What follows belongs to an exercise in optimizing a design on an open flow for small area, a short achievable clock period and few clock cycles; a production flow would make more cautious choices. RTL that was checked went through simulation tests only; none was proved equivalent to the original. Function not checked in run 6: the RTL went through the layout flow alone. No activity file was given, so power comes from the tool's default toggle rates.

==> flow/design.v <==
module mips16(clk,rst,imem_addr,imem_rdata,dmem_addr,dmem_wdata,dmem_we,dmem_rdata,dbg_raddr,dbg_rdata);
input clk,rst;
output [15:0] imem_addr;
input [15:0] imem_rdata;
output [15:0] dmem_addr,dmem_wdata;
output dmem_we;
input [15:0] dmem_rdata;
input [2:0] dbg_raddr;
output [15:0] dbg_rdata;
wire [3:0] fop = imem_rdata[15:12];
wire [2:0] frd = imem_rdata[11:9];
wire [2:0] frs = imem_rdata[8:6];
wire [2:0] frt = imem_rdata[5:3];
wire f_st = (fop == 4'd11);
wire [2:0] frb = f_st ? frd : frt;
reg [111:0] regs;
wire [127:0] rv = {regs,16'h0000};
wire [15:0] ra = rv[frs*16 +: 16];
wire [15:0] rb = rv[frb*16 +: 16];
assign dbg_rdata = rv[dbg_raddr*16 +: 16];
reg e_we, e_st, e_bz;             
reg e_ld, e_useimm, e_sum, e_sub, e_selg, e_selp, e_sh, e_left;
reg [2:0] e_rd;
reg [5:0] e_imm;
reg [15:0] e_a, e_b;
reg [15:0] e_pc1;                 
wire [15:0] e_res;
wire fwd_a = e_we && (e_rd == frs);
wire fwd_b = e_we && (e_rd == frb);
always @(posedge clk) begin
  e_ld    <= (fop == 4'd10);
  e_useimm <= (fop >= 4'd9) && (fop <= 4'd12);
  e_sum   <= (fop == 4'd1) || (fop == 4'd2) || (fop == 4'd9);
  e_sub   <= (fop == 4'd2);
  e_selg  <= (fop == 4'd3) || (fop == 4'd4);    
  e_selp  <= (fop == 4'd4) || (fop == 4'd5);    
  e_sh    <= (fop == 4'd6) || (fop == 4'd7) || (fop == 4'd8);
  e_left  <= (fop == 4'd6);
  e_rd    <= frd;
  e_imm   <= imem_rdata[5:0];
  e_a     <= fwd_a ? e_res : ra;
  e_b     <= fwd_b ? e_res : rb;
end
always @(posedge clk or posedge rst) begin
  if (rst) begin
    e_we <= 1'b0;
    e_st <= 1'b0;
    e_bz <= 1'b0;
    e_pc1 <= 16'h0000;
  end else begin
    e_we <= (fop >= 4'd1) && (fop <= 4'd10) && (frd != 3'd0);
    e_st <= f_st;
    e_bz <= (fop == 4'd12);
    e_pc1 <= imem_addr + 16'd1;
  end
end
wire [15:0] imm = {{10{e_imm[5]}},e_imm};
wire [15:0] x = e_bz ? e_pc1 : e_a;
wire [15:0] y = e_useimm ? imm : (e_b ^ {16{e_sub}});
wire [15:0] p = x ^ y;
wire [15:0] gg = x & y;
wire [15:0] g0 = {gg[15:1], gg[0] | (p[0] & e_sub)};
wire [15:0] G1, P1, G2, P2, G3, P3, G4, P4;
genvar g;
generate for (g = 0; g < 16; g = g + 1) begin : pfx
  if (g & 1) begin : l1
    assign G1[g] = g0[g] | (p[g] & g0[g-1]);
    assign P1[g] = p[g] & p[g-1];
  end else begin : l1n
    assign G1[g] = g0[g];
    assign P1[g] = p[g];
  end
  if (g & 2) begin : l2
    assign G2[g] = G1[g] | (P1[g] & G1[(g & ~3) + 1]);
    assign P2[g] = P1[g] & P1[(g & ~3) + 1];
  end else begin : l2n
    assign G2[g] = G1[g];
    assign P2[g] = P1[g];
  end
  if (g & 4) begin : l3
    assign G3[g] = G2[g] | (P2[g] & G2[(g & ~7) + 3]);
    assign P3[g] = P2[g] & P2[(g & ~7) + 3];
  end else begin : l3n
    assign G3[g] = G2[g];
    assign P3[g] = P2[g];
  end
  if (g & 8) begin : l4
    assign G4[g] = G3[g] | (P3[g] & G3[7]);
  end else begin : l4n
    assign G4[g] = G3[g];
  end
end endgenerate
wire [15:0] carry = {G4[14:0], e_sub};
wire [15:0] sum = p ^ carry;
wire [3:0] s = e_b[3:0];
wire [3:0] r = e_left ? (4'd0 - s) : s;
wire [31:0] a2 = {e_a, e_a};
reg [15:0] q1, q2;
integer i;
always @(*) begin
  for (i = 0; i < 16; i = i + 1) begin
    case (r[1:0])
      2'd0: q1[i] = a2[i];
      2'd1: q1[i] = a2[i+1];
      2'd2: q1[i] = a2[i+2];
      default: q1[i] = a2[i+3];
    endcase
  end
end
wire [31:0] q1d = {q1, q1};
always @(*) begin
  for (i = 0; i < 16; i = i + 1) begin
    case (r[3:2])
      2'd0: q2[i] = q1d[i];
      2'd1: q2[i] = q1d[i+4];
      2'd2: q2[i] = q1d[i+8];
      default: q2[i] = q1d[i+12];
    endcase
  end
end
wire [15:0] mask;
generate for (g = 0; g < 16; g = g + 1) begin : m
  assign mask[g] = e_left ? (s <= g) : (s <= 15 - g);
end endgenerate
wire [15:0] shres = (|e_b[15:4]) ? 16'h0000 : (q2 & mask);
assign e_res = ({16{e_sum}} & sum)
             | ({16{e_selg}} & gg)
             | ({16{e_selp}} & p)
             | ({16{e_sh}}  & shres)
             | ({16{e_ld}}  & dmem_rdata);
integer k;
always @(posedge clk) begin
  for (k = 1; k < 8; k = k + 1)
    if (rst || (e_we && e_rd == k))
      regs[(k-1)*16 +: 16] <= rst ? 16'h0000 : e_res;
end
assign dmem_addr = sum;
assign dmem_wdata = e_b;
assign dmem_we = e_st;
wire taken = e_bz && (e_a == 16'h0000);
assign imem_addr = taken ? sum : e_pc1;
endmodule
==> flow/flow/run.sh <==
#!/bin/bash
set -euo pipefail
export SETUP_SLACK_MARGIN=5.5
export BUFFER_PORTS_ARGS="-buffer_cell sky130_fd_sc_hd__buf_2"
bash standard.sh > standard.log 2>&1
==> flow/standard.sh <==
#!/bin/bash
# synth_recipe.tcl (not shown) runs the flow's synth.tcl, then flattens the netlist and writes it again
# the make line also repeats each setting of config.mk as NAME=value (left out here)
make -C /OpenROAD-flow-scripts/flow DESIGN_CONFIG=/design/flow/config.mk WORK_HOME=/design/flow/orfs CLKGATE_MAP_FILE= SYNTH_SCRIPT=/design/flow/synth_recipe.tcl "${@:-finish}"
==> flow/config.mk <==
export PLATFORM = sky130hd
export DESIGN_NAME = mips16
export DESIGN_NICKNAME = mips16
export VERILOG_FILES = /design/flow/design.v
export SDC_FILE = /design/flow/constraint.sdc
export NUM_CORES = 4
export LEC_CHECK = 0
export CAP_MARGIN = 20
export CORE_MARGIN = 2
export CORE_UTILIZATION = 45
export SLEW_MARGIN = 20
export TNS_END_PERCENT = 0
==> flow/constraint.sdc <==
create_clock -name core_clock -period 11.0 [get_ports {clk}]
set_input_delay 2.2000 -clock core_clock [delete_from_list [all_inputs] [get_ports {clk}]]
set_output_delay 2.2000 -clock core_clock [all_outputs]
set_load 0.01 [all_outputs]
==> results of run 1 <==
## tightest hold or removal path, stage by stage, from the launching register on
cell     delay (ns)
dfrtp_1        0.40
nand2_1        0.06
nand2_1        0.08
xnor2_1        0.07
## power by group through the flow
stage | Sequential, mW | Combinational (mW) | Clock [mW]
after global placement | 0.947 | 0.784 | 0
after global routing | 0.942 | 0.924 | 0.669
after detailed placement | 0.949 | 0.790 | 0
final | 0.932 | 0.854 | 0.638
after floorplan | 0.895 | 0.567 | 0
after CTS | 0.928 | 0.829 | 0.644
## layer usage
metal / up-vias / GRT usage (%) / share of wire (%)
met5: - / 0 / 0
met4: 0 / 9.565 / 2.8
met3: 65 / 4.957 / 8.3
met2: 445 / 43.26 / 47
met1: 4878 / 36.57 / 42
li1: 4481 / - / -
## logic make-up after synthesis
| kind of cell | synth area share [%] |
|---|---|
| compound gates | 18.81 |
| xor+xnor | 3.339 |
| fa+ha+maj | 3.065 |
| buf+inv | 4.650 |
| flops | 40.71 |
| mux | 16.63 |
| simple gates | 12.80 |
## sequential cells by signal, summed over array words and instances (netlist names)
name      count
regs        112
e_a          16
e_b          16
e_pc1        16
e_imm         6
e_rd          3
e_bz          1
e_ld          1
e_left        1
e_selg        1
e_selp        1
e_sh          1
e_st          1
e_sub         1
e_sum         1
e_useimm      1
e_we          1
## Yosys cell counts, drive strengths merged (19+ instances only)
library cell	count	share of area, %
a211oi	25	1.6
a21oi	65	2.8
a22oi	32	2.0
and2	30	1.6
buf	33	1.6
clkbuf	57	1.8
dfrtp	19	4.0
dfxtp	49	8.3
edfxtp	112	28
ha	21	2.2
inv	37	1.2
mux2	49	4.7
mux2i	34	3.2
mux4	46	8.7
nand2	148	4.7
nor2	78	2.5
o21ai	99	4.2
xnor2	23	1.7
xor2	20	1.6
## what timing repair did
item                                    4_1_cts  5_1_grt
buffers inserted                             17        4
endpoints found under the setup margin       44       36
pin swaps                                     9       11
resized for setup                            32        8
cloned                                        1        0
## how the worst max path moves through the flow
stage,end,slack [ns],cells past startpoint
3_5_place_dp,dbg_rdata[11],4.52,6
5_1_grt,imem_addr[8],5.13,11
3_3_place_gp,dbg_rdata[11],4.59,6
2_1_floorplan,imem_addr[9],5.49,13
6_report,imem_addr[9],5.28,14
4_1_cts,imem_addr[15],5.27,13
## per-stage QoR
step | utilization, % | area (sq um) | hold WS, ns
3_5_place_dp | 48.13 | 12470 | 0.6374
5_1_grt | 51.89 | 13450 | 0.6878
6_report | 51.89 | 13450 | 0.6484
3_3_place_gp | 48.13 | 12470 | 0.6231
2_1_floorplan | - | 11890 | 0.5738
4_1_cts | 51.61 | 13370 | 0.6485
## area by class of cell
| type | instances | area (sq um) | share of cell area, % |
|---|---|---|---|
| multi-input combinational | 848 | 6608 | 49.14 |
| sequential | 180 | 4840 | 35.99 |
| timing repair buffer | 135 | 823.3 | 6.123 |
| clock buffer | 17 | 425.4 | 3.164 |
| tap | 335 | 419.2 | 3.117 |
| clock inverter | 15 | 187.7 | 1.396 |
| inverter | 38 | 142.6 | 1.061 |
==> results.ini, run 1 <==
[placed_design]
port_buffers = 101
gp_congestion = 0.9426
place_ws_ns = 4.519
dpl.hpwl_um = 25060
dp.cells = 1514

[drt]
routed_wl_um = 37440
route.detailed.drc = 0
drtIter0Drc = 1115
via_per_inst = 6.294
routedWlPerCell_um = 23.88
first_pass_iters = 8
antenna_left = 0
vias = 9869

[layout]
finalNonFillerCells = 1568
final_common_cell = nand2_1
drive_above_1_share_pct = 25.87
syn_to_final_growth_pct = 13.56
final_cell_mix = nand2_1, edfxtp_1, buf_2
antenna_cells = 0
nNetsFinal = 1283
fillers = 2308

[floorplan]
die_area_sq_mm = 0.02762
die_h_um = 166.2
floorplan.rows = 59
core-area_sq_mm = 0.02591
start_util_pct = 45.70
chipWidth_um = 166.2
ios = 102

[critical_path]
cp-startpoint = e_b[0]
critPathTopFamily = adder cells
r2r_cells = 17
crit_slowest_cell = fa_2
path_cells = xnor2_2 -> o21ai_2 -> inv_2 -> fa_2 -> fa_2 -> nand2b_4 -> a21oi_4 -> o21a_1 -> o21ai_2 -> nor2b_4 -> fa_2 -> xor2_2 -> o21ai_2 -> buf_2
critPathBufInv = 2
cp.required_ns = 8.80
r2r_slack_ns = 6.45
crit_type = register to output pin
path_max_fanout = 3
rr_endpoint = regs[73]
crit_path_end_kind = output pin
cp-start-kind = register
r2r-start = e_b[0]
crit_arrival_ns = 3.52
critPathMaxStageDelay_ns = 0.39

[timing]
fin_worst_skew_ns = 0.01912
timing.fmax_mhz = 174.8
slew_headroom_pct = 28.09
min_period_ns = 5.720
slew_violations = 0
hold_viol = 0
finalSetupViolCount = 0
period_share_pct = 52.00
setup_ws_ns = 5.280
rsz0062_at_grt = true
setup-tns-final_ns = 0
worstMarginPinSlew_ns = 1.079

[yosys]
synthCells = 1156
yosysSeqAreaShare_pct = 40.71
ys_warn_count = 1
synth_area_sq_mm = 0.01184
syn_nets = 1219
async_flop_share_pct = 10.56
synth_flop_cell = edfxtp_1
synth-edff-count = 112
yosys_register_bits = 180
syn-mean-instance-area_sq_um = 10.24
ys_types = 78

[outcome]
status = complete, no violations

[power_and_ir_drop]
p_per_area_mw_per_mm2 = 180.2
p_sw_uw = 929.6
comb_power_share_pct = 35.2
power.total_mw = 2.423
internal_power_mw = 1.494
irDropWorstVdd_uv = 147.2
switching_share_pct = 38.36
p_leak_nw = 5.272
seqPwrFrac_pct = 38.4
pwr-share-clk_pct = 26.3

[grt]
grt_pass1_vias = 9441
grtUsageTotal_pct = 26.89
grt_overflow = 0
grt_pass1_wl_um = 57270
antenna_found_initial = 0
grt_max_degree = 51

[job]
cap_violations = 0

[worst_hold_path]
min_from = e_pc1[12]
hold_class = register to register
min_path_cells = 3
worstHoldEndpoint = e_pc1[12]

[clocking]
ctsHoldBuffers = 0
cts_tree = yes
clock_sinks = 180
h-tree-depth = 4
path_clk_slew_ns = 0.08
clock-root-buffer = clkbuf_16
cts_buffers = 17
clkLatencyLatePin_ns = 0.45
max-clock-path-buffers = 2

Testbench counts, summed over its fixed seeds: cycles 26,648.
==> run 2, diff against run 1 <==
--- a/flow/config.mk
+++ b/flow/config.mk
@@ -9,4 +9,3 @@
 export CORE_MARGIN = 2
 export CORE_UTILIZATION = 45
 export SLEW_MARGIN = 20
-export TNS_END_PERCENT = 0
==> run 2 against run 1 <==
  * Cell count is 1.5% higher
  * Cell area grew 4.2%
  * Total power grew 3.5%
  * Clock power grew 0.6%
  * Sequential power about the same
  * Critical path type unchanged
==> results.ini, run 2 <==
[outcome]
status = complete, no violations

[grt]
grtUsageTotal_pct = 27.69  ; +0.80 points
antenna_found_initial = 0  ; unchanged
grt_overflow = 0  ; unchanged
grtUsageMet2_pct = 43.93  ; +0.67 points
grt_pass1_wl_um = 58490  ; +2.1%
gr-max-usage-layer = met2
grt_use_met1_pct = 36.83  ; +0.26 points
grt_max_degree = 51  ; unchanged
grt_pass1_vias = 9626  ; +2.0%
grt_use_met3_pct = 5.696  ; +0.74 points

[placed_design]
gp_congestion = 0.9426  ; unchanged
dpl.hpwl_um = 25060  ; unchanged
port_buffers = 101  ; unchanged

[power_and_ir_drop]
irDropWorstVdd_uv = 147.3  ; about the same
p_leak_nw = 5.492  ; +4.2%
p_per_area_mw_per_mm2 = 178.9  ; -0.74%
power.total_mw = 2.507  ; +3.5%

[timing]
finalSetupViolCount = 0  ; unchanged
rsz0062_at_grt = true
period_share_pct = 51.40  ; -0.60 points
min_period_ns = 5.654  ; -0.06559 ns
worstMarginPinSlew_ns = 1.090  ; +0.01167 ns
hold_viol = 0  ; unchanged
slew_headroom_pct = 27.32  ; -0.78 points
timing.fmax_mhz = 176.9  ; +1.2%
setup-tns-final_ns = 0  ; unchanged
slew_violations = 0  ; unchanged
fin_worst_skew_ns = 0.01951  ; +0.0003880 ns

[yosys]
synth-edff-count = 112  ; unchanged
synthCells = 1156  ; unchanged
async_flop_share_pct = 10.56  ; unchanged
ys_warn_count = 1  ; unchanged
synth_flop_cell = edfxtp_1
syn-mean-instance-area_sq_um = 10.24  ; unchanged
yosys_register_bits = 180  ; unchanged
synth_area_leaders = edfxtp_1, mux4_2, dfxtp_1
syn_nets = 1219  ; unchanged
yosys.area.top_type_share_pct = 28.41  ; unchanged
yosysMostFrequentCell = nand2_1
synthTopCellsByCount = nand2_1, edfxtp_1, o21ai_0
synth_area_sq_mm = 0.01184  ; unchanged
synth_top_cell_by_area = edfxtp_1
yosysSeqAreaShare_pct = 40.71  ; unchanged
ys_types = 78  ; unchanged

[clocking]
cts_buffers = 17  ; unchanged
max-clock-path-buffers = 2  ; unchanged
clock_sinks = 180  ; unchanged
clock-root-buffer = clkbuf_16
h-tree-depth = 4  ; unchanged
path_clk_slew_ns = 0.08  ; about the same
clkLatencyLatePin_ns = 0.45  ; about the same
cts_tree = yes

[layout]
nNetsFinal = 1306  ; +1.8%
syn_to_final_growth_pct = 18.36
drive_above_1_share_pct = 30.10  ; +4.2 points
top_register = regs
final_cell_mix = nand2_1, edfxtp_1, buf_2
antenna_cells = 0  ; unchanged
largest_reg_flops = 112  ; unchanged
final_common_cell = nand2_1

[critical_path]
r2r_slack_ns = 6.44  ; about the same
cp-start-kind = register
cp.required_ns = 8.80  ; about the same
path_max_fanout = 3  ; unchanged
r2r_cells = 17  ; unchanged
crit_path_end_kind = output pin
rr_endpoint = regs[89]
crit_arrival_ns = 3.45  ; -0.07 ns
r2r-start = e_b[0]
crit_type = register to output pin

[worst_hold_path]
worstHoldEndpoint = e_pc1[0]
min_path_cells = 2  ; -1
min_from = e_pc1[0]
hold_class = register to register

[floorplan]
die_area_sq_mm = 0.02762  ; unchanged
floorplan.rows = 59  ; unchanged
ios = 102  ; unchanged
chipWidth_um = 166.2  ; unchanged
core-area_sq_mm = 0.02591  ; unchanged
die_h_um = 166.2  ; unchanged
start_util_pct = 45.70  ; unchanged

[drt]
via_per_inst = 6.354  ; +0.95%
vias = 10110  ; +2.4%
routed_wl_um = 38820  ; +3.7%
antenna_left = 0  ; unchanged
route.detailed.drc = 0  ; unchanged
first_pass_iters = 8  ; unchanged
drtIter0Drc = 1134  ; +1.7%
routedWlPerCell_um = 24.40  ; +2.2%

[job]
cap_violations = 0  ; unchanged

## run 2: routing by layer
| layer | wire, um | part of all wire, % | vias up |
|---|---|---|---|
| met5 | 0 | 0 | - |
| met3 | 3215 | 8.3 | 96 |
| met4 | 1606 | 4.1 | 0 |
| li1 | - | - | 4531 |
| met1 | 16070 | 41 | 4981 |
| met2 | 17930 | 46 | 501 |
## run 2: timing repair
item / 4_1_cts / 5_1_grt
buffers inserted: 30 / 10
gates cloned: 5 / 0
resized for setup: 86 / 38
hold buffers: 0 / 0
pin swaps: 12 / 15
hold endpoints to repair: 0 / 0
setup endpoints to repair: 44 / 33
## run 2: final cells by class
cell class,instances,area [sq um]
Fill cell,2244,11900
Timing Repair Buffer,158,1184
Multi-Input combinational cell,848,6815
Inverter,38,142.6
Sequential cell,180,4840
Clock inverter,15,187.7
Tap cell,335,419.2
Clock buffer,17,425.4
## run 2: worst max-delay path by stage
stage,cells after the start,to,from
2_1_floorplan,13,imem_addr[9],e_sub
3_3_place_gp,6,dbg_rdata[11],dbg_raddr[1]
3_5_place_dp,6,dbg_rdata[11],dbg_raddr[1]
4_1_cts,12,imem_addr[14],e_b[0]
5_1_grt,13,imem_addr[15],e_b[0]
6_report,13,imem_addr[15],e_b[0]
## run 2: cells by family after synthesis
kind of cell | Yosys count | share of synthesized area, %
AOI/OAI and AO/OA | 325 | 18.81
and+or+nand+nor | 325 | 12.80
adders and majority gates | 26 | 3.065
xor gates and xnor gates | 43 | 3.339
muxes | 129 | 16.63
DFF | 180 | 40.71
buffers and inverters | 128 | 4.650
## run 2: report_power, final
part / internal [mW] / switching [mW] / total, mW
clock: 0.313 / 0.329 / 0.642
combinational: 0.409 / 0.522 / 0.931
sequential: 0.823 / 0.111 / 0.934
total: 1.54 / 0.962 / 2.51
## run 2: critical path: stages, from the launching register on
cell and delay, ns:
dfxtp_4 0.37, xnor2_2 0.13, o21ai_2 0.12, inv_1 0.07, fa_2 0.35, fa_2 0.37
nand2b_4 0.17, a21o_1 0.21, a2111oi_4 0.43, a211oi_2 0.11, a21oi_2 0.18, xor2_2 0.10
mux2_4 0.28, buf_6 0.12
## run 2: metrics by stage
step	hold slack, ns	utilization [%]	setup slack [ns]	cells	cell area [sq um]
global route	0.6879	54.08	5.211	1591	14010
finish	0.6605	54.08	5.346	1591	14010
CTS	0.6485	53.12	5.274	1581	13760
floorplan	0.5738	-	5.493	1156	11890
global placement	0.6231	48.13	4.589	1514	12470
detailed placement	0.6374	48.13	4.519	1514	12470
==> run 3, diff against run 2 <==
==> flow/flow/run.sh (replaced) <==
#!/bin/bash
set -euo pipefail
export SETUP_SLACK_MARGIN=5.35
export BUFFER_PORTS_ARGS="-buffer_cell sky130_fd_sc_hd__buf_2"
bash standard.sh > standard.log 2>&1
--- a/flow/config.mk
+++ b/flow/config.mk
@@ -9,3 +9,4 @@
 export CORE_MARGIN = 2
 export CORE_UTILIZATION = 45
 export SLEW_MARGIN = 20
+export TNS_END_PERCENT = 5
==> run 3 against run 2 <==
  * First-iteration DRC count rose by 0.79%
  * Worst hold slack improved by 0.0035 ns
  * Cell count fell by 1.5%
  * Synthesized area did not move
  * Clock skew barely moved
  * Die area did not move
  * Via count fell by 2.0%
  * Cell area fell by 4.0%
  * Sequential cell count did not move
  * Clock-buffer cell count did not move
  * Routed wire length fell by 2.4%
  * Largest cell class unchanged
  * Synthesized cell count did not move
==> results.ini, run 3 <==
[timing]
rsz0062_at_grt = true
period_share_pct = 53.42  ; +2.0 points
setup-tns-final_ns = 0  ; unchanged
finalSetupViolCount = 0  ; unchanged
min_period_ns = 5.876  ; +0.2222 ns
fin_worst_skew_ns = 0.01958  ; +0.00006920 ns
timing.fmax_mhz = 170.2  ; -3.8%
setup_ws_ns = 5.124  ; -0.2222 ns
slew_violations = 0  ; unchanged
worstMarginPinSlew_ns = 1.048  ; -0.04249 ns
hold_viol = 0  ; unchanged
slew_headroom_pct = 29.83  ; +2.5 points

[floorplan]
die_h_um = 166.2  ; unchanged
die_area_sq_mm = 0.02762  ; unchanged
start_util_pct = 45.70  ; unchanged
chipWidth_um = 166.2  ; unchanged
ios = 102  ; unchanged
floorplan.rows = 59  ; unchanged
core-area_sq_mm = 0.02591  ; unchanged

[placed_design]
port_buffers = 101  ; unchanged
place_ws_ns = 4.669  ; +0.1496 ns
gp_congestion = 0.9437  ; +0.12%
dpl.hpwl_um = 25110  ; +0.22%

[critical_path]
cp-start-kind = register
cp-startpoint = e_b[0]
crit_cells = 14  ; +1
cpMostUsedCell = fa_2
r2r_slack_ns = 6.51  ; +0.07 ns
crit_path_end_kind = output pin
crit_arrival_ns = 3.68  ; +0.23 ns
rr_endpoint = regs[105]
path_max_fanout = 3  ; unchanged
r2r_cells = 17  ; unchanged
path_cells = buf_12 -> xnor2_4 -> o21ai_2 -> inv_2 -> fa_2 -> fa_2 -> nand2b_4 -> a21o_1 -> a2111oi_4 -> a211oi_2 -> a21oi_2 -> xor2_2 -> mux2_4 -> buf_6
crit_end = imem_addr[15]
critPathMaxStageDelay_ns = 0.45  ; +0.02 ns
crit_type = register to output pin
critPathTopFamily = compound AO/OA/AOI/OAI gates
critPathBufInv = 3  ; +1
r2r-start = e_b[0]
cp.required_ns = 8.80  ; about the same
crit_slowest_cell = a2111oi_4

[drt]
route.detailed.drc = 0  ; unchanged
routedWlPerCell_um = 24.17  ; -0.93%
antenna_left = 0  ; unchanged
via_per_inst = 6.322  ; -0.50%
vias = 9907  ; -2.0%
first_pass_iters = 8  ; unchanged
drtIter0Drc = 1143  ; +0.79%
routed_wl_um = 37880  ; -2.4%

[grt]
grt_overflow = 0  ; unchanged
grt_pass1_vias = 9612  ; -0.15%
antenna_found_initial = 0  ; unchanged
grt_pass1_wl_um = 57610  ; -1.5%
grt_max_degree = 51  ; unchanged
grtUsageTotal_pct = 27.15  ; -0.54 points

[clocking]
max-clock-path-buffers = 2  ; unchanged
ctsHoldBuffers = 0  ; unchanged
h-tree-depth = 4  ; unchanged
clock_sinks = 180  ; unchanged
path_clk_slew_ns = 0.08  ; about the same
clkLatencyLatePin_ns = 0.45  ; about the same
cts_tree = yes
cts_buffers = 17  ; unchanged
clock-root-buffer = clkbuf_16

[power_and_ir_drop]
p_leak_nw = 5.262  ; -4.2%
p_per_area_mw_per_mm2 = 181.2  ; +1.3%
irDropWorstVdd_uv = 117.3  ; -20%

[layout]
drive_above_1_share_pct = 25.89  ; -4.2 points
nNetsFinal = 1282  ; -1.8%
top_register = regs
post-route-util_pct = 51.92  ; -2.2 points
syn_to_final_growth_pct = 13.63
antenna_cells = 0  ; unchanged
largest_reg_flops = 112  ; unchanged
fillers = 2298  ; +2.4%
final_common_cell = nand2_1
final_cell_mix = nand2_1, edfxtp_1, buf_2

[yosys]
synth_area_leaders = edfxtp_1, mux4_2, dfxtp_1
yosysSeqAreaShare_pct = 40.71  ; unchanged
syn-mean-instance-area_sq_um = 10.24  ; unchanged
async_flop_share_pct = 10.56  ; unchanged
synthCells = 1156  ; unchanged
yosys.area_share.simple_pct = 12.80  ; unchanged
yosysMostFrequentCell = nand2_1
synth_xor_area_share_pct = 3.339  ; unchanged
synth_area_sq_mm = 0.01184  ; unchanged
synth_top_cell_by_area = edfxtp_1
yosys.area.top_type_share_pct = 28.41  ; unchanged
synthAdderAreaFrac_pct = 3.065  ; unchanged
syn_nets = 1219  ; unchanged
ys_warn_count = 1  ; unchanged
synth_top_family_by_area = compound AO/OA/AOI/OAI gates
yosys_register_bits = 180  ; unchanged
synth_compound_gate_area_share_pct = 18.81  ; unchanged
synth-edff-count = 112  ; unchanged
synth_flop_cell = edfxtp_1
synthTopCellsByCount = nand2_1, edfxtp_1, o21ai_0
synth_mux_area_share_pct = 16.63  ; unchanged
ys_types = 78  ; unchanged

[worst_hold_path]
min_path_cells = 3  ; +1
hold_class = register to register

[job]
cap_violations = 0  ; unchanged

[outcome]
status = complete, no violations

==> run 3: where the power goes <==
group	switching (mW)	internal, mW	total (mW)
Combinational	0.498	0.361	0.859
Clock	0.333	0.312	0.645
Sequential	0.112	0.823	0.934
Total	0.943	1.50	2.44
==> run 3: logic make-up after synthesis <==
| group | Yosys count |
|---|---|
| compound gates | 325 |
| simple gates | 325 |
| flops | 180 |
| mux | 129 |
| buf+inv | 128 |
| xor+xnor | 43 |
| fa+ha+maj | 26 |
==> run 3: how the worst min path moves through the flow <==
stage | startpoint | to
after floorplan | e_pc1[0] | e_pc1[0]
after global placement | e_pc1[12] | e_pc1[12]
after detailed placement | e_pc1[14] | e_pc1[14]
after CTS | e_pc1[12] | e_pc1[12]
after global routing | e_pc1[11] | e_pc1[11]
final | e_pc1[12] | e_pc1[12]
==> run 3: area by class of cell <==
class	instances	area, sq um	area share (%)
multi-input combinational	848	6628	49.26
sequential	180	4837	35.95
timing repair buffer	134	812.0	6.036
clock buffer	17	425.4	3.162
tap	335	419.2	3.115
clock inverter	15	190.2	1.414
inverter	38	142.6	1.060
==> run 3: per-stage QoR <==
stage	hold slack [ns]	cells	area (sq um)	total power [mW]
6_report	0.6640	1567	13450	2.438
5_1_grt	0.7013	1567	13450	2.551
4_1_cts	0.6600	1560	13320	2.411
3_5_place_dp	0.6465	1514	12460	1.737
3_3_place_gp	0.6272	1514	12460	1.730
2_1_floorplan	0.5738	1156	11860	1.460
==> run 3: worst register-to-register path, stage by stage, from the launching register on <==
cell and delay [ns]:
dfxtp_4 0.36, buf_12 0.13, xnor2_4 0.12, o21ai_2 0.15, inv_2 0.06, fa_2 0.39
fa_2 0.36, nand2b_4 0.17, a21oi_4 0.13, o21a_1 0.19, o21ai_2 0.09, nor2b_4 0.14
fa_2 0.38, a21oi_1 0.16, a21oi_1 0.10, a221oi_1 0.49, o21ai_0 0.45, and2_1 0.37
==> run 3: per-layer routing <==
metal / vias to the layer above / share of wire, % / global-route usage [%]
li1: 4475 / - / -
met1: 4839 / 40 / 35.67
met2: 509 / 47 / 43.15
met3: 84 / 9.3 / 6.411
met4: 0 / 3.8 / 11.57
met5: - / 0 / 0
==> run 3: repair_timing <==
item	CTS	global route
endpoints found under the setup margin	44	34
setup buffers	13	7
cloned	1	0
pin swaps	12	12
resized for setup	32	15
==> run 4, diff against run 3 <==
==> flow/flow/run.sh (replaced) <==
#!/bin/bash
set -euo pipefail
export SETUP_SLACK_MARGIN=5.7
export BUFFER_PORTS_ARGS="-buffer_cell sky130_fd_sc_hd__buf_2"
bash standard.sh > standard.log 2>&1
--- a/flow/config.mk
+++ b/flow/config.mk
@@ -9,4 +9,4 @@
 export CORE_MARGIN = 2
 export CORE_UTILIZATION = 45
 export SLEW_MARGIN = 20
-export TNS_END_PERCENT = 5
+export TNS_END_PERCENT = 10
==> run 4 against run 3 <==
  * Clock-buffer cell count is the same
  * Routed wire length up 0.31%
  * Total power grew 0.97%
  * Critical path type unchanged
  * Largest power group unchanged
==> results.ini, run 4 <==
[clocking]
max-clock-path-buffers = 2  ; unchanged
cts_buffers = 17  ; unchanged
clock_sinks = 180  ; unchanged
clock-root-buffer = clkbuf_16
ctsHoldBuffers = 0  ; unchanged
path_clk_slew_ns = 0.07  ; about the same
clkLatencyLatePin_ns = 0.44  ; about the same
h-tree-depth = 4  ; unchanged
cts_tree = yes

[critical_path]
crit_type = register to output pin
cp.required_ns = 8.80  ; about the same
crit_path_end_kind = output pin
cp-start-kind = register
path_max_fanout = 6  ; +3
crit_arrival_ns = 3.53  ; -0.15 ns

[placed_design]
port_buffers = 101  ; unchanged
dp.cells = 1514  ; unchanged
place_ws_ns = 4.639  ; -0.03007 ns
gp_congestion = 0.9528  ; +0.96%
dpl.hpwl_um = 25420  ; +1.2%

[timing]
setup_ws_ns = 5.272  ; +0.1485 ns
period_share_pct = 52.07  ; -1.4 points
slew_headroom_pct = 27.56  ; -2.3 points
worstMarginPinSlew_ns = 1.082  ; +0.03395 ns
rsz0062_at_grt = true
setup-tns-final_ns = 0  ; unchanged
timing.fmax_mhz = 174.6  ; +2.6%
hold_viol = 0  ; unchanged
slew_violations = 0  ; unchanged
min_period_ns = 5.728  ; -0.1485 ns
fin_worst_skew_ns = 0.01925  ; -0.0003270 ns
finalSetupViolCount = 0  ; unchanged

[layout]
antenna_cells = 0  ; unchanged
largest_reg_flops = 112  ; unchanged
finalNonFillerCells = 1577  ; +0.64%
final_common_cell = nand2_1
final_cell_mix = nand2_1, edfxtp_1, buf_2
drive_above_1_share_pct = 26.81  ; +0.92 points
syn_to_final_growth_pct = 14.78
nNetsFinal = 1292  ; +0.78%
top_register = regs

[yosys]
async_flop_share_pct = 10.56  ; unchanged
synth_area_sq_mm = 0.01184  ; unchanged
synth_flop_cell = edfxtp_1
synth-edff-count = 112  ; unchanged
synthTopCellsByCount = nand2_1, edfxtp_1, o21ai_0
synth_top_cell_by_area = edfxtp_1
syn_nets = 1219  ; unchanged
syn-mean-instance-area_sq_um = 10.24  ; unchanged
yosys_register_bits = 180  ; unchanged
yosysSeqAreaShare_pct = 40.71  ; unchanged
synthCells = 1156  ; unchanged
yosysMostFrequentCell = nand2_1
ys_types = 78  ; unchanged
ys_warn_count = 1  ; unchanged
yosys.area.top_type_share_pct = 28.41  ; unchanged
synth_area_leaders = edfxtp_1, mux4_2, dfxtp_1

[worst_hold_path]
hold_class = register to register

[power_and_ir_drop]
internal_power_mw = 1.521  ; +1.7%
power.total_mw = 2.462  ; +0.97%
pwr-share-clk_pct = 25.8  ; -0.7 points
p_per_area_mw_per_mm2 = 181.2  ; about the same
comb_power_share_pct = 36.4  ; +1.2 points
irDropWorstVdd_uv = 101.0  ; -14%
p_leak_nw = 5.322  ; +1.2%
p_sw_uw = 941.3  ; -0.16%
seqPwrFrac_pct = 37.8  ; -0.5 points
switching_share_pct = 38.23  ; -0.43 points

[drt]
route.detailed.drc = 0  ; unchanged
wl_met1_um = 15580  ; +2.5%
top_layer_used = met4
routedWlPerCell_um = 24.10  ; -0.32%
via_per_inst = 6.315  ; -0.11%
wl_met3_um = 3092  ; -12%
dr_wl_met2_um = 17870  ; +0.77%
vias = 9959  ; +0.52%
drtIter0Drc = 1088  ; -4.8%
routed_wl_um = 38000  ; +0.31%
antenna_left = 0  ; unchanged
first_pass_iters = 7  ; -1

[floorplan]
die_h_um = 166.2  ; unchanged
ios = 102  ; unchanged
start_util_pct = 45.70  ; unchanged
chipWidth_um = 166.2  ; unchanged
floorplan.rows = 59  ; unchanged
core-area_sq_mm = 0.02591  ; unchanged
die_area_sq_mm = 0.02762  ; unchanged

[grt]
grt_pass1_wl_um = 58190  ; +1.0%
grt_pass1_vias = 9495  ; -1.2%
antenna_found_initial = 0  ; unchanged
grt_overflow = 0  ; unchanged
grt_max_degree = 51  ; unchanged
grtUsageTotal_pct = 27.34  ; +0.19 points

[job]
cap_violations = 0  ; unchanged

[outcome]
status = complete, no violations

==> run 4: worst paths after layout <==
path,start,to,slack (ns),cells after the start
min,e_pc1[15],e_pc1[15],0.64,2
max in group asynchronous,rst,e_bz,8.64,3
max reg2reg,e_bz,regs[25],6.85,15
max,e_bz,imem_addr[15],5.27,12
min reg2reg,e_pc1[15],e_pc1[15],0.64,2
min in group asynchronous,rst,e_pc1[1],2.02,3
==> run 4: worst max-delay path, cell delays in order, from the launching register on <==
cell and delay, ns:
dfrtp_4 0.50, buf_4 0.17, mux2_2 0.30, ha_4 0.33, o211ai_2 0.15, buf_4 0.16
a21o_1 0.20, a2111oi_4 0.41, a211oi_1 0.12, a21oi_1 0.17, xor2_1 0.25, mux2_4 0.20
buf_2 0.12
==> run 4: cell type report <==
type                            instances  area [sq um]
Clock buffer                           17         425.4
Clock inverter                         15         187.7
Fill cell                            2353         12320
Inverter                               38         142.6
Multi-Input combinational cell        848          6689
Sequential cell                       180          4837
Tap cell                              335         419.2
Timing Repair Buffer                  144         889.6
==> run 4: timing repair <==
item / in CTS / in global routing
endpoints found under the setup margin: 44 / 39
buffers inserted: 22 / 9
pin swaps: 10 / 5
resized for setup: 35 / 11
==> run 4: power groups by stage <==
stage               Clock, mW  Combinational [mW]  Sequential [mW]
floorplan                   0               0.574            0.895
global placement            0               0.796            0.943
detailed placement          0               0.800            0.946
CTS                     0.642               0.854            0.926
global route            0.670               0.970            0.940
finish                  0.635               0.895            0.932
==> run 4: cell families after synthesis <==
logic type                 synth area share, %
and+or+nand+nor                          12.80
muxes                                    16.63
DFF                                      40.71
buffers and inverters                    4.650
adders and majority gates                3.065
AOI/OAI and AO/OA                        18.81
xor gates and xnor gates                 3.339
==> run 4: per-stage QoR <==
step	util [%]	hold WS, ns	cell area (sq um)
after floorplan	-	0.5738	11960
after global placement	48.18	0.6226	12480
after detailed placement	48.28	0.6308	12510
after CTS	51.92	0.6400	13450
after global routing	52.45	0.6512	13590
final	52.45	0.6401	13590
==> run 4: routing by layer <==
metal	vias to the layer above	track usage (%)
li1	4503	-
met1	4875	36.97
met2	513	44.45
met3	68	4.385
met4	0	10.25
met5	-	0
==> run 5, diff against run 4 <==
==> flow/flow/run.sh (replaced) <==
#!/bin/bash
set -euo pipefail
export SETUP_SLACK_MARGIN=5.5
export BUFFER_PORTS_ARGS="-buffer_cell sky130_fd_sc_hd__buf_2"
bash standard.sh > standard.log 2>&1
==> run 5 against run 4 <==
  * Still clean
  * Clock skew is 0.0043 ns higher
  * Via count is 0.23% lower
  * Synthesized cell count unchanged
  * Die area unchanged
  * Clock power barely moved
  * Setup slack better by 0.047 ns
  * Critical path type is now input port to output pin
  * Largest power group unchanged
  * Highest routed layer is now met5
==> results.ini, run 5 <==
[yosys]
yosysSeqAreaShare_pct = 40.71  ; unchanged
yosysMostFrequentCell = nand2_1
yosys.area.top_type_share_pct = 28.41  ; unchanged
ys_types = 78  ; unchanged
ys_warn_count = 1  ; unchanged
synth_top_cell_by_area = edfxtp_1
syn_nets = 1219  ; unchanged
synth-edff-count = 112  ; unchanged
synth_area_leaders = edfxtp_1, mux4_2, dfxtp_1
async_flop_share_pct = 10.56  ; unchanged
synth_area_sq_mm = 0.01184  ; unchanged
synthTopCellsByCount = nand2_1, edfxtp_1, o21ai_0
synthCells = 1156  ; unchanged
synth_flop_cell = edfxtp_1
syn-mean-instance-area_sq_um = 10.24  ; unchanged
yosys_register_bits = 180  ; unchanged

[layout]
finalNonFillerCells = 1573  ; -0.25%
top_register = regs
nNetsFinal = 1288  ; -0.31%
antenna_cells = 0  ; unchanged
syn_to_final_growth_pct = 14.55
drive_above_1_share_pct = 26.74  ; -0.075 points
largest_reg_flops = 112  ; unchanged
final_common_cell = nand2_1
fillers = 2287  ; -2.8%
final_cell_mix = nand2_1, edfxtp_1, buf_2

[timing]
slew_violations = 0  ; unchanged
min_period_ns = 5.680  ; -0.04725 ns
finalSetupViolCount = 0  ; unchanged
timing.fmax_mhz = 176.0  ; +0.83%
setup-tns-final_ns = 0  ; unchanged
setup_ws_ns = 5.320  ; +0.04725 ns
whs_ns = 0.6571  ; +0.01696 ns
worstMarginPinSlew_ns = 1.087  ; +0.005286 ns
fin_worst_skew_ns = 0.02353  ; +0.004281 ns
hold_viol = 0  ; unchanged
rsz0062_at_grt = true
period_share_pct = 51.64  ; -0.43 points
slew_headroom_pct = 27.53  ; about the same

[outcome]
status = complete, no violations

[clocking]
path_clk_slew_ns = 0.08  ; about the same
clkLatencyLatePin_ns = 0.45  ; about the same
cts_tree = yes
cts_buffers = 17  ; unchanged
max-clock-path-buffers = 2  ; unchanged
h-tree-depth = 4  ; unchanged
clock_sinks = 180  ; unchanged
clock-root-buffer = clkbuf_16

[grt]
grt_use_met3_pct = 5.029  ; +0.64 points
gr-max-usage-layer = met2
grtUsageMet2_pct = 43.39  ; -1.1 points
grt_use_met1_pct = 36.57  ; -0.40 points
grt_overflow = 0  ; unchanged
grtUsageTotal_pct = 27.00  ; -0.33 points
grt_pass1_vias = 9486  ; -0.095%
antenna_found_initial = 1  ; +1
grt_max_degree = 51  ; unchanged
grt_pass1_wl_um = 57530  ; -1.1%

[placed_design]
place_ws_ns = 4.519  ; -0.1196 ns
dp.cells = 1514  ; unchanged
dpl.hpwl_um = 25060  ; -1.4%
gp_congestion = 0.9426  ; -1.1%
port_buffers = 101  ; unchanged

[drt]
routed_wl_um = 37760  ; -0.62%
first_pass_iters = 8  ; +1
vias = 9936  ; -0.23%
route.detailed.drc = 0  ; unchanged
drtIter0Drc = 1018  ; -6.4%
antenna_left = 0  ; unchanged
routedWlPerCell_um = 24.01  ; -0.37%
via_per_inst = 6.317  ; about the same

[power_and_ir_drop]
irDropWorstVdd_uv = 146.2  ; +45%
p_leak_nw = 5.302  ; -0.38%
p_per_area_mw_per_mm2 = 180.7  ; -0.23%
power.total_mw = 2.451  ; -0.43%

[floorplan]
core-area_sq_mm = 0.02591  ; unchanged
chipWidth_um = 166.2  ; unchanged
die_area_sq_mm = 0.02762  ; unchanged
die_h_um = 166.2  ; unchanged
start_util_pct = 45.70  ; unchanged
ios = 102  ; unchanged
floorplan.rows = 59  ; unchanged

[critical_path]
crit_path_end_kind = output pin
cp-start-kind = input port
crit_type = input port to output pin
r2r_cells = 17  ; +2
crit_arrival_ns = 3.48  ; -0.05 ns
path_max_fanout = 14  ; +8
cp.required_ns = 8.80  ; about the same

[job]
cap_violations = 0  ; unchanged

[worst_hold_path]
hold_class = register to register
min_path_cells = 2  ; unchanged

-- run 5: cells by family (layout without fill, tap and decap cells) --
group,Yosys count,count (layout),synth area share [%]
AND/OR/NAND/NOR,325,325,12.80
buffers and inverters,128,210,4.650
flip-flops,180,180,40.71
XOR/XNOR,43,43,3.339
multiplexers,129,129,16.63
AO/OA/AOI/OAI,325,325,18.81
adder cells (fa/ha/maj),26,26,3.065
-- run 5: area by class of cell --
cell class,count,area [sq um],area share [%]
Clock buffer,17,425.4,3.137
Clock inverter,15,187.7,1.384
Inverter,38,142.6,1.052
Multi-Input combinational cell,848,6675,49.22
Sequential cell,180,4840,35.68
Tap cell,335,419.2,3.090
Timing Repair Buffer,140,873.3,6.439
-- run 5: final timing paths --
path                         startpoint      endpoint  slack (ns)
max in group asynchronous           rst          e_bz        8.65
hold / removal                 e_pc1[0]      e_pc1[0]        0.66
setup / recovery           dbg_raddr[0]  dbg_rdata[8]        5.32
hold reg to reg                e_pc1[0]      e_pc1[0]        0.66
setup reg to reg                 e_b[0]      regs[89]        6.56
min in group asynchronous           rst      e_pc1[1]        2.02
-- run 5: routing by layer --
layer,up-vias,share of wire (%)
met4,2,3.0
met1,4927,42
li1,4484,-
met5,-,0.040
met2,455,47
met3,68,8.1
-- run 5: worst max-delay path, cell delays in order --
cell and delay (ns):
buf_2 0.14, buf_12 0.18, mux4_2 0.56, nand2_1 0.10
o21ai_0 0.10, buf_2 0.18
-- run 5: repair_timing --
item                       CTS  global route
hold buffers                 0             0
setup endpoints to repair   44            36
gates cloned                 1             0
pin swaps                   11             8
setup buffers               22             4
resized for setup           37            18
hold endpoints to repair     0             0
-- run 5: where the power goes --
group / leakage, nW / switching, mW / internal, mW
clock: 0.295 / 0.325 / 0.313
combinational: 3.19 / 0.506 / 0.374
sequential: 1.82 / 0.110 / 0.823
-- run 5: metrics by stage --
| stage | utilization [%] | cell area, sq um |
|---|---|---|
| global route | 52.34 | 13560 |
| global placement | 48.13 | 12470 |
| floorplan | - | 11890 |
| detailed placement | 48.13 | 12470 |
| CTS | 51.89 | 13450 |
| finish | 52.34 | 13560 |
==> run 6, diff against run 5 <==
--- a/flow/design.v
+++ b/flow/design.v
@@ -91,7 +91,7 @@
   end
 end endgenerate
 wire [15:0] carry = {G4[14:0], e_sub};
-wire [15:0] sum = p ^ carry;
+wire [15:0] sum = x + y + {15'd0,e_sub};
 wire [3:0] s = e_b[3:0];
 wire [3:0] r = e_left ? (4'd0 - s) : s;
 wire [31:0] a2 = {e_a, e_a};
==> run 6 against run 5 <==
  * Synthesized cell count fell by 0.35%
  * Combinational power rose by 4.4%
  * Highest routed layer is now met4
  * Register-to-register slack improved by 0.58 ns
  * Worst hold slack got worse by 0.025 ns
  * Still clean on timing, DRC and antenna
  * Critical endpoint unchanged
  * Cell count rose by 0.32%
  * Core utilization rose by 2.3 points
==> results.ini, run 6 <==
[yosys]
syn-mean-instance-area_sq_um = 10.10  ; -1.4%
yosysMostFrequentCell = nand2_1
synth-edff-count = 112  ; unchanged
synthTopCellsByCount = nand2_1, edfxtp_1, o21ai_0
async_flop_share_pct = 10.56  ; unchanged
synth_area_leaders = edfxtp_1, dfxtp_1, mux4_2
ys_warn_count = 1  ; unchanged
syn_nets = 1212  ; -0.57%
yosysSeqAreaShare_pct = 41.41  ; +0.71 points
yosys_register_bits = 180  ; unchanged
synth_area_sq_mm = 0.01164  ; -1.7%
synthCells = 1152  ; -0.35%
ys_types = 69  ; -12%
synth_flop_cell = edfxtp_1
synth_top_cell_by_area = edfxtp_1
yosys.area.top_type_share_pct = 28.90  ; +0.49 points

[timing]
setup-tns-final_ns = 0  ; unchanged
period_share_pct = 51.18  ; -0.46 points
slew_headroom_pct = 29.55  ; +2.0 points
slew_violations = 0  ; unchanged
worstMarginPinSlew_ns = 1.057  ; -0.03031 ns
rsz0062_at_grt = true
finalSetupViolCount = 0  ; unchanged
fin_worst_skew_ns = 0.01730  ; -0.006234 ns
hold_viol = 0  ; unchanged
whs_ns = 0.6326  ; -0.02451 ns
min_period_ns = 5.630  ; -0.05040 ns
timing.fmax_mhz = 177.6  ; +0.90%

[floorplan]
die_area_sq_mm = 0.02716  ; -1.7%
ios = 102  ; unchanged
chipWidth_um = 164.8  ; -0.84%
core-area_sq_mm = 0.02525  ; -2.5%
start_util_pct = 46.08  ; +0.39 points
floorplan.rows = 58  ; -1.7%
die_h_um = 164.8  ; -0.84%

[placed_design]
gp_congestion = 0.9109  ; -3.4%
dp.cells = 1504  ; -0.66%
port_buffers = 101  ; unchanged
place_area_sq_mm = 0.01235  ; -1.0%
dpl.hpwl_um = 24780  ; -1.1%

[worst_hold_path]
min_from = e_pc1[12]
hold_class = register to register

[drt]
route.detailed.drc = 0  ; unchanged
wl_met3_um = 3066  ; +0.76%
drtIter0Drc = 1137  ; +12%
routedWlPerCell_um = 24.49  ; +2.0%
first_pass_iters = 7  ; -1
top_layer_used = met4
wl_met1_um = 15930  ; +1.1%
vias = 9962  ; +0.26%
routed_wl_um = 38640  ; +2.3%
via_per_inst = 6.313  ; about the same
antenna_left = 0  ; unchanged
dr_wl_met2_um = 18150  ; +2.0%

[job]
cap_violations = 0  ; unchanged

[grt]
grt_pass1_vias = 9330  ; -1.6%
grt_pass1_wl_um = 57710  ; +0.31%
grtUsageTotal_pct = 28.69  ; +1.7 points
grt_overflow = 0  ; unchanged
antenna_found_initial = 0  ; -1
grt_max_degree = 51  ; unchanged

[clocking]
ctsHoldBuffers = 0  ; unchanged
cts_tree = yes
max-clock-path-buffers = 2  ; unchanged
cts_buffers = 17  ; unchanged
clock-root-buffer = clkbuf_16
h-tree-depth = 4  ; unchanged
path_clk_slew_ns = 0.08  ; about the same
clock_sinks = 180  ; unchanged
clkLatencyLatePin_ns = 0.45  ; about the same

[layout]
largest_reg_flops = 112  ; unchanged
antenna_cells = 0  ; unchanged
finalNonFillerCells = 1578  ; +0.32%
final_common_cell = nand2_1
drive_above_1_share_pct = 27.32  ; +0.59 points
fin_area_sq_mm = 0.01380  ; +1.7%
final_cell_mix = nand2_1, edfxtp_1, buf_2
top_register = regs
fillers = 2210  ; -3.4%
nNetsFinal = 1295  ; +0.54%
syn_to_final_growth_pct = 18.56

[critical_path]
cp.required_ns = 8.80  ; about the same
cp-startpoint = dbg_raddr[0]
r2r-start = e_b[0]
path_max_fanout = 6  ; -8
path_cells = buf_4 -> buf_12 -> mux4_2 -> nand2_1 -> o21ai_1 -> buf_2
crit_slowest_cell = mux4_2
crit_type = input port to output pin
crit_path_end_kind = output pin
critPathMaxStageDelay_ns = 0.49  ; -0.07 ns
cp-start-kind = input port
crit_arrival_ns = 3.43  ; -0.05 ns

[power_and_ir_drop]
p_sw_uw = 983.8  ; +4.5%
pwr-share-clk_pct = 26.6  ; +0.6 points
internal_power_mw = 1.526  ; +1.1%
seqPwrFrac_pct = 36.7  ; -1.4 points
irDropWorstVdd_uv = 118.1  ; -19%
comb_power_share_pct = 36.6  ; +0.7 points
p_per_area_mw_per_mm2 = 181.9  ; +0.66%
p_leak_nw = 5.481  ; +3.4%
switching_share_pct = 39.19  ; +0.78 points

[outcome]
status = complete, no violations

[run 6: changes by cell type after synthesis, sizes merged, moves of 9 or more]
cell,delta
a222oi,+13
a22oi,-15
buf,-9
clkbuf,+14
mux2i,+14
mux4,-12
nand2,-12
[run 6: power by group through the flow]
| stage | registers, mW | logic, mW | clock network [mW] |
|---|---|---|---|
| 6_report | 0.922 | 0.920 | 0.668 |
| 5_1_grt | 0.931 | 0.993 | 0.701 |
| 4_1_cts | 0.917 | 0.884 | 0.672 |
| 3_5_place_dp | 0.931 | 0.816 | 0 |
| 3_3_place_gp | 0.931 | 0.808 | 0 |
| 2_1_floorplan | 0.886 | 0.575 | 0 |
[run 6: worst max-delay path, delay by kind of cell]
kind	cells	cell delay (ns)
buffers and inverters	3	0.50
AO/OA/AOI/OAI	1	0.15
AND/OR/NAND/NOR	1	0.09
multiplexers	1	0.49
[run 6: logic make-up (layout without fill, tap and decap cells)]
kind of cell,count (synthesis),in the layout,synth area share (%)
multiplexers,138,138,16.13
buffers and inverters,126,222,4.322
adder cells (fa/ha/maj),23,23,2.602
AND/OR/NAND/NOR,307,307,11.96
XOR/XNOR,45,45,3.451
flip-flops,180,180,41.41
AO/OA/AOI/OAI,333,333,20.13
[run 6: layout make-up]
type                            count  area [sq um]  area share [%]
Clock inverter                     15         210.2           1.524
Inverter                           31         116.4          0.8434
Tap cell                          330         412.9           2.993
Clock buffer                       17         425.4           3.083
Timing Repair Buffer              159          1185           8.588
Sequential cell                   180          4840           35.08
Multi-Input combinational cell    846          6608           47.89
[run 6: path summary, 6_finish.rpt]
check	end	slack [ns]	cells past startpoint
max reg2reg	regs[71]	7.14	13
min reg2reg	e_pc1[12]	0.63	3
min in group asynchronous	e_bz	2.10	2
min	e_pc1[12]	0.63	3
max in group asynchronous	e_bz	8.38	2
max	dbg_rdata[8]	5.37	6
[run 6: routing by layer]
| metal | track usage, % | vias up |
|---|---|---|
| met5 | 0 | - |
| li1 | - | 4549 |
| met2 | 47.11 | 490 |
| met1 | 37.96 | 4832 |
| met4 | 11.86 | 0 |
| met3 | 4.420 | 91 |
[run 6: metrics by stage]
stage	setup slack (ns)	util, %	power (mW)
5_1_grt	5.309	54.63	2.624
4_1_cts	5.357	54.02	2.473
3_5_place_dp	4.455	48.89	1.747
2_1_floorplan	5.467	-	1.461
3_3_place_gp	4.499	48.89	1.739
6_report	5.370	54.63	2.510
[run 6: timing repair]
action	in CTS	in global routing
endpoints found under the setup margin	40	34
gates cloned	5	0
setup buffers	28	9
gates resized for setup	72	19
pin swaps	13	14
==> run 7, diff against run 6 <==
--- a/flow/design.v
+++ b/flow/design.v
@@ -91,7 +91,7 @@
   end
 end endgenerate
 wire [15:0] carry = {G4[14:0], e_sub};
-wire [15:0] sum = x + y + {15'd0,e_sub};
+wire [15:0] sum = p ^ carry;
 wire [3:0] s = e_b[3:0];
 wire [3:0] r = e_left ? (4'd0 - s) : s;
 wire [31:0] a2 = {e_a, e_a};
==> flow/flow/run.sh (replaced) <==
#!/bin/bash
set -euo pipefail
export SETUP_SLACK_MARGIN=5.5
export BUFFER_PORTS_ARGS="-buffer_cell sky130_fd_sc_hd__buf_2"
export SKIP_GATE_CLONING=1
export SKIP_LAST_GASP=1
bash standard.sh > standard.log 2>&1
==> run 7 against run 6 <==
  * Clock-buffer cell count did not move
  * Maximum frequency fell by 1.7%
  * Global-route usage fell by 1.8 points
  * Critical path depth did not move
  * Via count fell by 0.44%
  * Cell count fell by 0.44%
  * Total power fell by 2.5%
  * Synthesized cell count rose by 0.35%
  * Setup slack got worse by 0.096 ns
  * Highest routed layer is now met5
  * Combinational power fell by 4.7%
  * Worst hold slack improved by 0.026 ns
  * Still clean on timing, DRC and antenna
  * Synthesized area rose by 1.7%
==> results.ini, run 7 <==
[yosys]
yosys_register_bits = 180  ; unchanged
syn-mean-instance-area_sq_um = 10.24  ; +1.4%
synth_flop_cell = edfxtp_1
synth_top_cell_by_area = edfxtp_1
ys_warn_count = 1  ; unchanged
ys_types = 78  ; +13%
syn_nets = 1219  ; +0.58%
yosysSeqAreaShare_pct = 40.71  ; -0.71 points
yosys.area.top_type_share_pct = 28.41  ; -0.49 points
synth_area_sq_mm = 0.01184  ; +1.7%
async_flop_share_pct = 10.56  ; unchanged
synth-edff-count = 112  ; unchanged
synth_area_leaders = edfxtp_1, mux4_2, dfxtp_1
yosysMostFrequentCell = nand2_1
synthCells = 1156  ; +0.35%
synthTopCellsByCount = nand2_1, edfxtp_1, o21ai_0

[power_and_ir_drop]
irDropWorstVdd_uv = 145.9  ; +23%
p_leak_nw = 5.279  ; -3.7%
p_per_area_mw_per_mm2 = 181.0  ; -0.52%

[timing]
slew_violations = 0  ; unchanged
slew_headroom_pct = 29.72  ; +0.17 points
period_share_pct = 52.06  ; +0.88 points
timing.fmax_mhz = 174.6  ; -1.7%
finalSetupViolCount = 0  ; unchanged
rsz0062_at_grt = true
fin_worst_skew_ns = 0.02526  ; +0.007964 ns
setup-tns-final_ns = 0  ; unchanged
min_period_ns = 5.727  ; +0.09648 ns
hold_viol = 0  ; unchanged
worstMarginPinSlew_ns = 1.054  ; -0.002551 ns

[layout]
fillers = 2291  ; +3.7%
finalNonFillerCells = 1571  ; -0.44%
syn_to_final_growth_pct = 14.23
antenna_cells = 0  ; unchanged
final_common_cell = nand2_1
nNetsFinal = 1286  ; -0.69%
largest_reg_flops = 112  ; unchanged
final_cell_mix = nand2_1, edfxtp_1, buf_2
top_register = regs
drive_above_1_share_pct = 26.62  ; -0.71 points

[drt]
drtIter0Drc = 1173  ; +3.2%
routed_wl_um = 37560  ; -2.8%
vias = 9918  ; -0.44%
via_per_inst = 6.313  ; about the same
antenna_left = 0  ; unchanged
route.detailed.drc = 0  ; unchanged
first_pass_iters = 6  ; -1
routedWlPerCell_um = 23.91  ; -2.4%

[critical_path]
r2r_cells = 17  ; +4
cpMostUsedCell = buf_2
cp.required_ns = 8.80  ; about the same
r2r-start = e_b[0]
crit_slowest_cell = mux2_2
crit_path_end_kind = output pin
crit_arrival_ns = 3.53  ; +0.10 ns
path_cells = buf_2 -> buf_8 -> mux2_2 -> a21oi_1 -> o21ai_0 -> buf_2
critPathMaxStageDelay_ns = 0.38  ; -0.11 ns
rr_endpoint = regs[89]
cp-start-kind = input port
r2r_slack_ns = 6.55  ; -0.59 ns
path_max_fanout = 34  ; +28
crit_type = input port to output pin

[floorplan]
start_util_pct = 45.70  ; -0.39 points
ios = 102  ; unchanged
core-area_sq_mm = 0.02591  ; +2.6%
die_area_sq_mm = 0.02762  ; +1.7%
die_h_um = 166.2  ; +0.84%
chipWidth_um = 166.2  ; +0.84%
floorplan.rows = 59  ; +1.7%

[placed_design]
dp.cells = 1514  ; +0.66%
dpl.hpwl_um = 25060  ; +1.1%
port_buffers = 101  ; unchanged
gp_congestion = 0.9426  ; +3.5%

[grt]
grt_pass1_vias = 9480  ; +1.6%
grt_pass1_wl_um = 57340  ; -0.64%
grt_max_degree = 51  ; unchanged
grt_overflow = 0  ; unchanged
antenna_found_initial = 1  ; +1
grtUsageTotal_pct = 26.92  ; -1.8 points

[clocking]
clock_sinks = 180  ; unchanged
max-clock-path-buffers = 2  ; unchanged
h-tree-depth = 4  ; unchanged
path_clk_slew_ns = 0.08  ; about the same
clock-root-buffer = clkbuf_16
cts_buffers = 17  ; unchanged
cts_tree = yes
clkLatencyLatePin_ns = 0.45  ; about the same
ctsHoldBuffers = 0  ; unchanged

[outcome]
status = complete, no violations

[worst_hold_path]
worstHoldEndpoint = e_pc1[0]
hold_class = register to register
min_path_cells = 2  ; -1
min_from = e_pc1[0]

[job]
cap_violations = 0  ; unchanged

## run 7: worst max-delay path by stage
stage / cells after the start / slack (ns) / end / startpoint
floorplan: 13 / 5.49 / imem_addr[9] / e_sub
global placement: 6 / 4.59 / dbg_rdata[11] / dbg_raddr[1]
detailed placement: 6 / 4.52 / dbg_rdata[11] / dbg_raddr[1]
CTS: 6 / 5.27 / dbg_rdata[10] / dbg_raddr[1]
global route: 7 / 5.20 / dbg_rdata[6] / dbg_raddr[1]
finish: 6 / 5.27 / dbg_rdata[12] / dbg_raddr[1]
## run 7: cell type report
| type | count | area, sq um | share of cell area (%) |
|---|---|---|---|
| multi-input cells | 848 | 6675 | 49.35 |
| inverters | 38 | 142.6 | 1.055 |
| well taps | 335 | 419.2 | 3.099 |
| repair buffers | 138 | 835.8 | 6.179 |
| clock buffers | 17 | 425.4 | 3.145 |
| flip-flops and latches | 180 | 4840 | 35.78 |
| clock inverters | 15 | 187.7 | 1.388 |
## run 7: layer usage
metal,global-route usage [%],wire [um],vias up
met3,4.743,3183,76
met4,10.78,1258,2
met2,43.03,17500,509
met5,0,15,-
met1,36.49,15600,4857
li1,-,-,4474
## run 7: where the power goes
group          leakage, nW  switching [mW]  internal [mW]
clock network        0.295           0.325          0.313
logic                 3.16           0.505          0.373
registers             1.82           0.110          0.823
## run 7: metrics by stage
step / worst slack (ns) / power (mW) / utilization [%] / cell area (sq um) / hold WS, ns
2_1_floorplan: 5.493 / 1.463 / - / 11890 / 0.5738
3_3_place_gp: 4.589 / 1.731 / 48.13 / 12470 / 0.6231
3_5_place_dp: 4.519 / 1.739 / 48.13 / 12470 / 0.6374
4_1_cts: 5.270 / 2.414 / 51.75 / 13410 / 0.6485
5_1_grt: 5.198 / 2.559 / 52.20 / 13530 / 0.6880
6_report: 5.273 / 2.448 / 52.20 / 13530 / 0.6589
## run 7: cells by family after synthesis
logic type,synth area share [%]
flip-flops,40.71
multiplexers,16.63
AND/OR/NAND/NOR,12.80
buffers and inverters,4.650
adder cells (fa/ha/maj),3.065
AO/OA/AOI/OAI,18.81
XOR/XNOR,3.339
## run 7: critical path, delay by kind of cell
kind	cells	cell delay, ns
mux	1	0.38
buf+inv	3	0.61
compound gates	2	0.31
## run 7: what timing repair did
item,in CTS,in global routing
endpoints found under the hold margin,0,0
setup endpoints to repair,44,36
pin swaps,11,8
buffers inserted,21,4
gates resized for setup,35,18
Testbench counts of run 7, summed over its fixed seeds: cycles 26,648.
==> run 8, diff against run 7 <==
==> flow/flow/run.sh (replaced) <==
#!/bin/bash
set -euo pipefail
export SETUP_SLACK_MARGIN=5.5
export BUFFER_PORTS_ARGS="-buffer_cell sky130_fd_sc_hd__buf_1"
bash standard.sh > standard.log 2>&1
--- a/flow/config.mk
+++ b/flow/config.mk
@@ -7,6 +7,6 @@
 export LEC_CHECK = 0
 export CAP_MARGIN = 20
 export CORE_MARGIN = 2
-export CORE_UTILIZATION = 45
+export CORE_UTILIZATION = 50
+export CTS_BUF_LIST = sky130_fd_sc_hd__clkbuf_8
 export SLEW_MARGIN = 20
-export TNS_END_PERCENT = 10
==> run 8 against run 7 <==
  * Worst hold slack better by 0.0091 ns
  * Largest power group unchanged
  * Cell count up 0.38%
  * Critical path depth up 7
  * Still clean
  * Sequential share of layout area down 0.54 points
  * Cell area up 1.6%
  * Register-to-register slack worse by 0.02 ns
  * Clock power down 24%
  * Sequential power up 0.9%
  * Core utilization up 6.7 points
==> results.ini, run 8 <==
[outcome]
status = complete, no violations

[layout]
fillers = 2028  ; -11%
largest_reg_flops = 112  ; unchanged
final_cell_mix = nand2_1, edfxtp_1, nor2_1
multi_input_area_sq_mm = 0.006817  ; +2.1%
final_common_cell = nand2_1
fin_area_sq_mm = 0.01375  ; +1.6%
antenna_cells = 0  ; unchanged
drive_above_1_share_pct = 24.96  ; -1.7 points
finalNonFillerCells = 1577  ; +0.38%
nNetsFinal = 1308  ; +1.7%
syn_to_final_growth_pct = 16.10
top_register = regs
seqCellArea_sq_mm = 0.004845  ; +0.10%

[worst_hold_path]
min_path_cells = 3  ; +1
min_from = e_pc1[11]
hold_class = register to register
worstHoldEndpoint = e_pc1[11]

[critical_path]
critPathBufInv = 3  ; unchanged
crit_arrival_ns = 3.63  ; +0.10 ns
cp.required_ns = 8.80  ; about the same
path_cells = xnor2_1 -> o21ai_1 -> inv_1 -> fa_2 -> fa_2 -> nand2b_4 -> a21o_1 -> a2111oi_4 -> buf_4 -> o21ai_4 -> nor3b_4 -> o31ai_2 -> buf_2
critPathTopFamily = compound AO/OA/AOI/OAI gates
rr_endpoint = regs[57]
cpMostUsedCell = fa_2
path_max_fanout = 4  ; -88%
crit_type = register to output pin
r2r_slack_ns = 6.53  ; -0.02 ns
crit_slowest_cell = a2111oi_4
cp-start-kind = register
r2r-start = e_b[0]
critPathMaxStageDelay_ns = 0.44  ; +0.06 ns
r2r_cells = 17  ; unchanged
crit_path_end_kind = output pin

[timing]
min_period_ns = 5.832  ; +0.1051 ns
period_share_pct = 53.02  ; +0.96 points
hold_viol = 0  ; unchanged
finalSetupViolCount = 0  ; unchanged
slew_headroom_pct = 26.52  ; -3.2 points
slew_violations = 0  ; unchanged
timing.fmax_mhz = 171.5  ; -1.8%
worstMarginPinSlew_ns = 1.102  ; +0.04808 ns
fin_worst_skew_ns = 0.02417  ; -0.001097 ns
setup-tns-final_ns = 0  ; unchanged
whs_ns = 0.6680  ; +0.009076 ns
rsz0062_at_grt = true

[drt]
routed_wl_um = 39280  ; +4.6%
via_per_inst = 6.360  ; +0.74%
routedWlPerCell_um = 24.91  ; +4.2%
first_pass_iters = 8  ; +2
vias = 10030  ; +1.1%
antenna_left = 0  ; unchanged
route.detailed.drc = 0  ; unchanged
drtIter0Drc = 1080  ; -7.9%

[clocking]
clock_sinks = 180  ; unchanged
cts_buffers = 17  ; unchanged
clkLatencyLatePin_ns = 0.49  ; +0.04 ns
h-tree-depth = 4  ; unchanged
path_clk_slew_ns = 0.10  ; +0.02 ns
cts_tree = yes
max-clock-path-buffers = 2  ; unchanged
clock-root-buffer = clkbuf_8

[yosys]
yosysSeqAreaShare_pct = 40.71  ; unchanged
synthCells = 1156  ; unchanged
synthTopCellsByCount = nand2_1, edfxtp_1, o21ai_0
synth_area_sq_mm = 0.01184  ; unchanged
ys_types = 78  ; unchanged
async_flop_share_pct = 10.56  ; unchanged
yosys.area.top_type_share_pct = 28.41  ; unchanged
yosys_register_bits = 180  ; unchanged
synth_top_cell_by_area = edfxtp_1
yosysMostFrequentCell = nand2_1
ys_warn_count = 1  ; unchanged
synth_area_leaders = edfxtp_1, mux4_2, dfxtp_1
syn_nets = 1219  ; unchanged
synth_flop_cell = edfxtp_1
synth-edff-count = 112  ; unchanged
syn-mean-instance-area_sq_um = 10.24  ; unchanged

[floorplan]
die_area_sq_mm = 0.02493  ; -9.8%
core-area_sq_mm = 0.02333  ; -10%
ios = 102  ; unchanged
start_util_pct = 50.75  ; +5.1 points
chipWidth_um = 157.9  ; -5.0%
floorplan.rows = 56  ; -5.1%
die_h_um = 157.9  ; -5.0%

[placed_design]
dpl.hpwl_um = 25670  ; +2.4%
gp_congestion = 0.9606  ; +1.9%
place_area_sq_mm = 0.01235  ; -1.0%
dp.cells = 1500  ; -0.92%
port_buffers = 101  ; unchanged

[grt]
antenna_found_initial = 0  ; -1
grt_pass1_vias = 9436  ; -0.46%
grt_max_degree = 51  ; unchanged
grtUsageTotal_pct = 31.88  ; +5.0 points
grt_pass1_wl_um = 58340  ; +1.7%
grt_overflow = 0  ; unchanged

[power_and_ir_drop]
irDropWorstVdd_uv = 87.05  ; -40%
p_leak_nw = 5.224  ; -1.0%
power.total_mw = 2.346  ; -4.1%
p_per_area_mw_per_mm2 = 170.7  ; -5.7%

[job]
cap_violations = 0  ; unchanged

## run 8: how the worst max path moves through the flow
stage	from	end	slack, ns	depth (start not counted)
3_5_place_dp	dbg_raddr[1]	dbg_rdata[11]	4.56	6
4_1_cts	e_b[0]	imem_addr[15]	5.25	13
5_1_grt	e_sub	imem_addr[14]	5.00	13
3_3_place_gp	dbg_raddr[1]	dbg_rdata[11]	4.67	6
2_1_floorplan	e_sub	imem_addr[9]	5.49	13
6_report	e_b[0]	imem_addr[14]	5.17	13
## run 8: tightest hold or removal path: cells and delay by family (launching register included)
kind,cells,cell delay (ns)
xor gates and xnor gates,1,0.07
and+or+nand+nor,1,0.08
DFF,1,0.40
AOI/OAI and AO/OA,1,0.09
## run 8: where the power goes
part	total, mW	switching [mW]	internal [mW]
Clock	0.487	0.293	0.194
Combinational	0.919	0.520	0.399
Sequential	0.941	0.118	0.823
Total	2.35	0.931	1.42
## run 8: routing by layer
metal	track usage, %	share of wire, %
met5	0	0
met4	13.03	3.6
met3	4.353	8.2
met2	52.69	48
met1	42.38	40
## run 8: what timing repair did
item / 4_1_cts / 5_1_grt
setup buffers: 27 / 12
resized for setup: 109 / 58
endpoints found under the setup margin: 44 / 36
pin swaps: 12 / 27
hold buffers: 0 / 0
gates cloned: 6 / 0
## run 8: kinds of logic after synthesis
group	Yosys count	share of synthesized area (%)
AOI/OAI and AO/OA	325	18.81
and+or+nand+nor	325	12.80
DFF	180	40.71
muxes	129	16.63
buffers and inverters	128	4.650
xor gates and xnor gates	43	3.339
adders and majority gates	26	3.065
## run 8: metrics by stage
| stage | utilization [%] | worst slack (ns) |
|---|---|---|
| after global routing | 58.92 | 4.997 |
| final | 58.92 | 5.168 |
| after detailed placement | 52.91 | 4.562 |
| after floorplan | - | 5.493 |
| after CTS | 57.70 | 5.252 |
| after global placement | 52.91 | 4.665 |
## run 8: area by class of cell
type | instances | area share (%)
clock buffer | 17 | 1.702
clock inverter | 15 | 1.283
inverter | 38 | 1.038
multi-input combinational | 848 | 49.59
sequential | 180 | 35.24
tap | 319 | 2.903
timing repair buffer | 160 | 8.246

Setup slack of run 8, layout unchanged: 5.168 ns with ideal ports, 5.122 ns with driving cells assumed (clock clkbuf_16, inputs buf_2), 5.379 ns with port delays also shifted by the 0.520 ns mid clock arrival.
